Context: an optimization exercise on an open-source flow, tuned for small area, a short achievable clock period and few clock cycles. The choices shown serve that exercise and are no tape-out recipe.
No activity file was given, so power comes from the tool's default toggle rates.

// divider
module divider #(
    parameter XLEN_WIDTH = 32
)(
    input                   clk_i,
    input                   rst_i,
    input                   stall_i,
    input  logic [XLEN_WIDTH-1:0]      a_i,
    input  logic [XLEN_WIDTH-1:0]      b_i,
    input  logic            req_i,
    input  logic            kill_i,
    input  logic [ 1 : 0]   operation_sel_i,
    output logic [XLEN_WIDTH-1:0]      div_result_o,
    output logic            ready_o,
    output logic            result_valid_o
);
function automatic [5:0] clz32(input [31:0] x);
    reg [15:0] z1, c1;
    reg [7:0]  z2; reg [1:0] c2 [0:7];
    reg [3:0]  z3; reg [2:0] c3 [0:3];
    reg [1:0]  z4; reg [3:0] c4 [0:1];
    reg [4:0]  c5;
    integer i;
    begin
        for (i = 0; i < 16; i = i + 1) begin
            z1[i] = ~(x[2*i+1] | x[2*i]);
            c1[i] = ~x[2*i+1];
        end
        for (i = 0; i < 8; i = i + 1) begin
            z2[i] = z1[2*i+1] & z1[2*i];
            c2[i] = z1[2*i+1] ? {1'b1, c1[2*i]} : {1'b0, c1[2*i+1]};
        end
  ...
Size in the first run: roughly 1700 cells after synthesis, ~120 flip-flops, about 110 I/O pins, ~12000 um2 of cells after synthesis.
==> module divider, before the edit <==
module divider #(
    parameter XLEN_WIDTH = 32
)(
    input                   clk_i,
    input                   rst_i,
    input                   stall_i,
    input  logic [XLEN_WIDTH-1:0]      a_i,
    input  logic [XLEN_WIDTH-1:0]      b_i,
    input  logic            req_i,
    input  logic            kill_i,
    input  logic [ 1 : 0]   operation_sel_i,
    output logic [XLEN_WIDTH-1:0]      div_result_o,
    output logic            ready_o,
    output logic            result_valid_o
);
function automatic [5:0] clz32(input [31:0] x);
    reg [15:0] z1, c1;
    reg [7:0]  z2; reg [1:0] c2 [0:7];
    reg [3:0]  z3; reg [2:0] c3 [0:3];
    reg [1:0]  z4; reg [3:0] c4 [0:1];
    reg [4:0]  c5;
    integer i;
    begin
        for (i = 0; i < 16; i = i + 1) begin
            z1[i] = ~(x[2*i+1] | x[2*i]);
            c1[i] = ~x[2*i+1];
        end
        for (i = 0; i < 8; i = i + 1) begin
            z2[i] = z1[2*i+1] & z1[2*i];
            c2[i] = z1[2*i+1] ? {1'b1, c1[2*i]} : {1'b0, c1[2*i+1]};
        end
        for (i = 0; i < 4; i = i + 1) begin
            z3[i] = z2[2*i+1] & z2[2*i];
            c3[i] = z2[2*i+1] ? {1'b1, c2[2*i]} : {1'b0, c2[2*i+1]};
        end
        for (i = 0; i < 2; i = i + 1) begin
            z4[i] = z3[2*i+1] & z3[2*i];
            c4[i] = z3[2*i+1] ? {1'b1, c3[2*i]} : {1'b0, c3[2*i+1]};
        end
        c5 = z4[1] ? {1'b1, c4[0]} : {1'b0, c4[1]};
        clz32 = (z4[1] & z4[0]) ? 6'd32 : {1'b0, c5};
    end
endfunction
wire is_div    = ~operation_sel_i[1];
wire is_signed = ~operation_sel_i[0];
wire a_neg     = is_signed & a_i[31];
wire b_neg     = is_signed & b_i[31];
wire b_zero    = (b_i == 32'b0);
wire [31:0] abs_a = a_neg ? -a_i : a_i;
wire [31:0] abs_b = b_neg ? -b_i : b_i;
wire res_neg   = is_div ? (a_neg ^ b_neg) : a_neg;
wire a_pow2 = &(~a_i[30:0] | a_i[31:1]);
wire b_pow2 = &(~b_i[30:0] | b_i[31:1]);
wire [5:0] lz_a = clz32(a_i ^ {32{a_i[31]}});
wire [5:0] lz_b = clz32(b_i ^ {32{b_i[31]}});
wire [5:0] clz_a = (a_i[31] & ~is_signed) ? 6'd0 : lz_a - {5'b0, a_neg & a_pow2};
wire [5:0] clz_b = (b_i[31] & ~is_signed) ? 6'd0 : lz_b - {5'b0, b_neg & b_pow2};
wire shorter = clz_a > clz_b;
localparam S_IDLE  = 2'd0,
           S_SETUP = 2'd1,
           S_CALC  = 2'd2,
           S_FIX   = 2'd3;
reg [1:0] S;
reg [31:0] R;        
reg [31:0] D;        
reg [4:0]  cnt;      
reg [5:0]  lzr_a, lzr_b;   
wire [5:0] shamt = lzr_b - lzr_a;
wire [32:0] diff = {1'b0, R} - {1'b0, D};
wire qb          = ~diff[32];
wire [31:0] R_nx = qb ? diff[31:0] : R;
wire last        = (cnt == 5'd0);
wire start   = (S == S_IDLE) & req_i;
wire quick   = b_zero | shorter;
wire [31:0] direct = is_div ? {32{b_zero}} : a_i;
wire done_calc  = (S == S_CALC) & last & ~res_neg;
wire done_fix   = (S == S_FIX);
wire finish     = (start & quick) | done_calc | done_fix;
always_ff @(posedge clk_i) begin
    if (rst_i)
        S <= S_IDLE;
    else if (kill_i)
        S <= S_IDLE;
    else case (S)
        S_IDLE:  S <= (req_i & ~quick) ? S_SETUP : S_IDLE;
        S_SETUP: S <= S_CALC;
        S_CALC:  S <= last ? (res_neg ? S_FIX : S_IDLE) : S_CALC;
        default: S <= S_IDLE;
    endcase
end
always_ff @(posedge clk_i) begin
    case (S)
        S_IDLE:  begin R <= abs_a; D <= abs_b; cnt <= shamt[4:0]; end
        S_SETUP: begin R <= abs_a; D <= D << shamt[4:0]; cnt <= shamt[4:0]; end
        default: begin R <= R_nx;  D <= D >> 1; cnt <= cnt - 5'd1; end
    endcase
end
always_ff @(posedge clk_i) begin
    lzr_a <= clz_a;
    lzr_b <= clz_b;
end
always_ff @(posedge clk_i) begin
    if (start)
        div_result_o <= direct;
    else if (S == S_CALC)
        div_result_o <= (last & ~is_div) ? R_nx : {div_result_o[30:0], qb};
    else if (S == S_FIX)
        div_result_o <= -div_result_o;
end
always_ff @(posedge clk_i) begin
    if (rst_i) begin
        ready_o        <= 1'b1;
        result_valid_o <= 1'b0;
    end else begin
        ready_o        <= kill_i | ((S == S_IDLE) & ~req_i) | finish;
        result_valid_o <= ~kill_i & (finish | (stall_i & result_valid_o));
    end
end
endmodule
export LEC_CHECK = 0
export CAP_MARGIN = 20
export CORE_MARGIN = 2
export CORE_UTILIZATION = 45
export PLACE_DENSITY = 0.6
export SETUP_SLACK_MARGIN = 1.0
export SLEW_MARGIN = 20
create_clock -name core_clock -period 5.5 [get_ports {clk_i}]
run.sh (not shown) runs the stock make flow with config.mk's settings and CLKGATE_MAP_FILE= SYNTH_SCRIPT=/design/flow/synth_recipe.tcl, a recipe that flattens the netlist after the stock synthesis.
Next try:
--- a/flow/design.v
+++ b/flow/design.v
@@ -64,13 +64,24 @@
 reg [1:0] S;
 reg [31:0] R;        
 reg [31:0] D;        
-reg [4:0]  cnt;      
+reg [3:0]  cnt;      
 reg [5:0]  lzr_a, lzr_b;   
 wire [5:0] shamt = lzr_b - lzr_a;
-wire [32:0] diff = {1'b0, R} - {1'b0, D};
-wire qb          = ~diff[32];
-wire [31:0] R_nx = qb ? diff[31:0] : R;
-wire last        = (cnt == 5'd0);
+wire [33:0] t1 = {2'b0, R} - {2'b0, D};
+wire [33:0] t2 = {2'b0, R} - {1'b0, D, 1'b0};
+wire [34:0] cx = {3'b0, R};
+wire [34:0] cy = ~{3'b0, D};
+wire [34:0] cz = ~{2'b0, D, 1'b0};
+wire [34:0] cs = cx ^ cy ^ cz;
+wire [34:0] cc = (cx & cy) | (cx & cz) | (cy & cz);
+wire [35:0] t3w = {cs, 1'b1} + {cc[33:0], 1'b1, 1'b1};
+wire [34:0] t3 = t3w[35:1];
+wire ge1 = ~t1[33];
+wire ge2 = ~t2[33];
+wire ge3 = ~t3[34];
+wire [1:0] qd = {ge2, ge3 | (ge1 & ~ge2)};
+wire [31:0] R_nx = ge3 ? t3[31:0] : ge2 ? t2[31:0] : ge1 ? t1[31:0] : R;
+wire last        = (cnt == 4'd0);
 wire start   = (S == S_IDLE) & req_i;
 wire quick   = b_zero | shorter;
 wire [31:0] direct = is_div ? {32{b_zero}} : a_i;
@@ -91,9 +102,9 @@
 end
 always_ff @(posedge clk_i) begin
     case (S)
-        S_IDLE:  begin R <= abs_a; D <= abs_b; cnt <= shamt[4:0]; end
-        S_SETUP: begin R <= abs_a; D <= D << shamt[4:0]; cnt <= shamt[4:0]; end
-        default: begin R <= R_nx;  D <= D >> 1; cnt <= cnt - 5'd1; end
+        S_IDLE:  begin R <= abs_a; D <= abs_b; cnt <= shamt[4:1]; end
+        S_SETUP: begin R <= abs_a; D <= D << {shamt[4:1], 1'b0}; cnt <= shamt[4:1]; end
+        default: begin R <= R_nx;  D <= D >> 2; cnt <= cnt - 4'd1; end
     endcase
 end
 always_ff @(posedge clk_i) begin
@@ -104,7 +115,7 @@
     if (start)
         div_result_o <= direct;
     else if (S == S_CALC)
-        div_result_o <= (last & ~is_div) ? R_nx : {div_result_o[30:0], qb};
+        div_result_o <= (last & ~is_div) ? R_nx : {div_result_o[29:0], qd};
     else if (S == S_FIX)
         div_result_o <= -div_result_o;
 end
Effect:
- worst setup slack got worse by 0.052 ns
- first-iteration DRC count came out higher by 26%
- final area came out higher by 27%
- combinational power came out higher by 110%
- sequential power hardly moves
- count of clock-buffer cells in the layout came out higher by 2
- cell count came out higher by 32%
- hold slack got worse by 0.015 ns
- power came out higher by 50%
- synthesized cell count came out higher by 34%
No run of this note included a check of the RTL's function; only the layout flow was run.

## separate check: timing with driven ports
How much do the figures lean on ideal ports? The routed layouts below were timed once more, with nothing changed but the port constraints. Step 1 assumes that a clkbuf_16 drives the clock port and a buf_2 every other input. Step 2 also shifts input and output timing later by t, the mid clock arrival at the registers, as if the neighbouring blocks saw the same clock. a / b / c = no drivers / after step 1 / after step 2; a / b = the first two.
run | shift t [ns] | slack for setup (ns) | clock arrival spread, ns
the first run | 0.470 | 1.092 / 1.119 / 0.650 | 0.011 / 0.011
the second run | 0.485 | 1.041 / 1.065 / 0.579 | 0.011 / 0.011
After both steps every run listed still meets setup and hold. For the second run, which loses most, drivers alone change the setup slack by +0.024 ns; drivers and shift together by -0.462 ns.
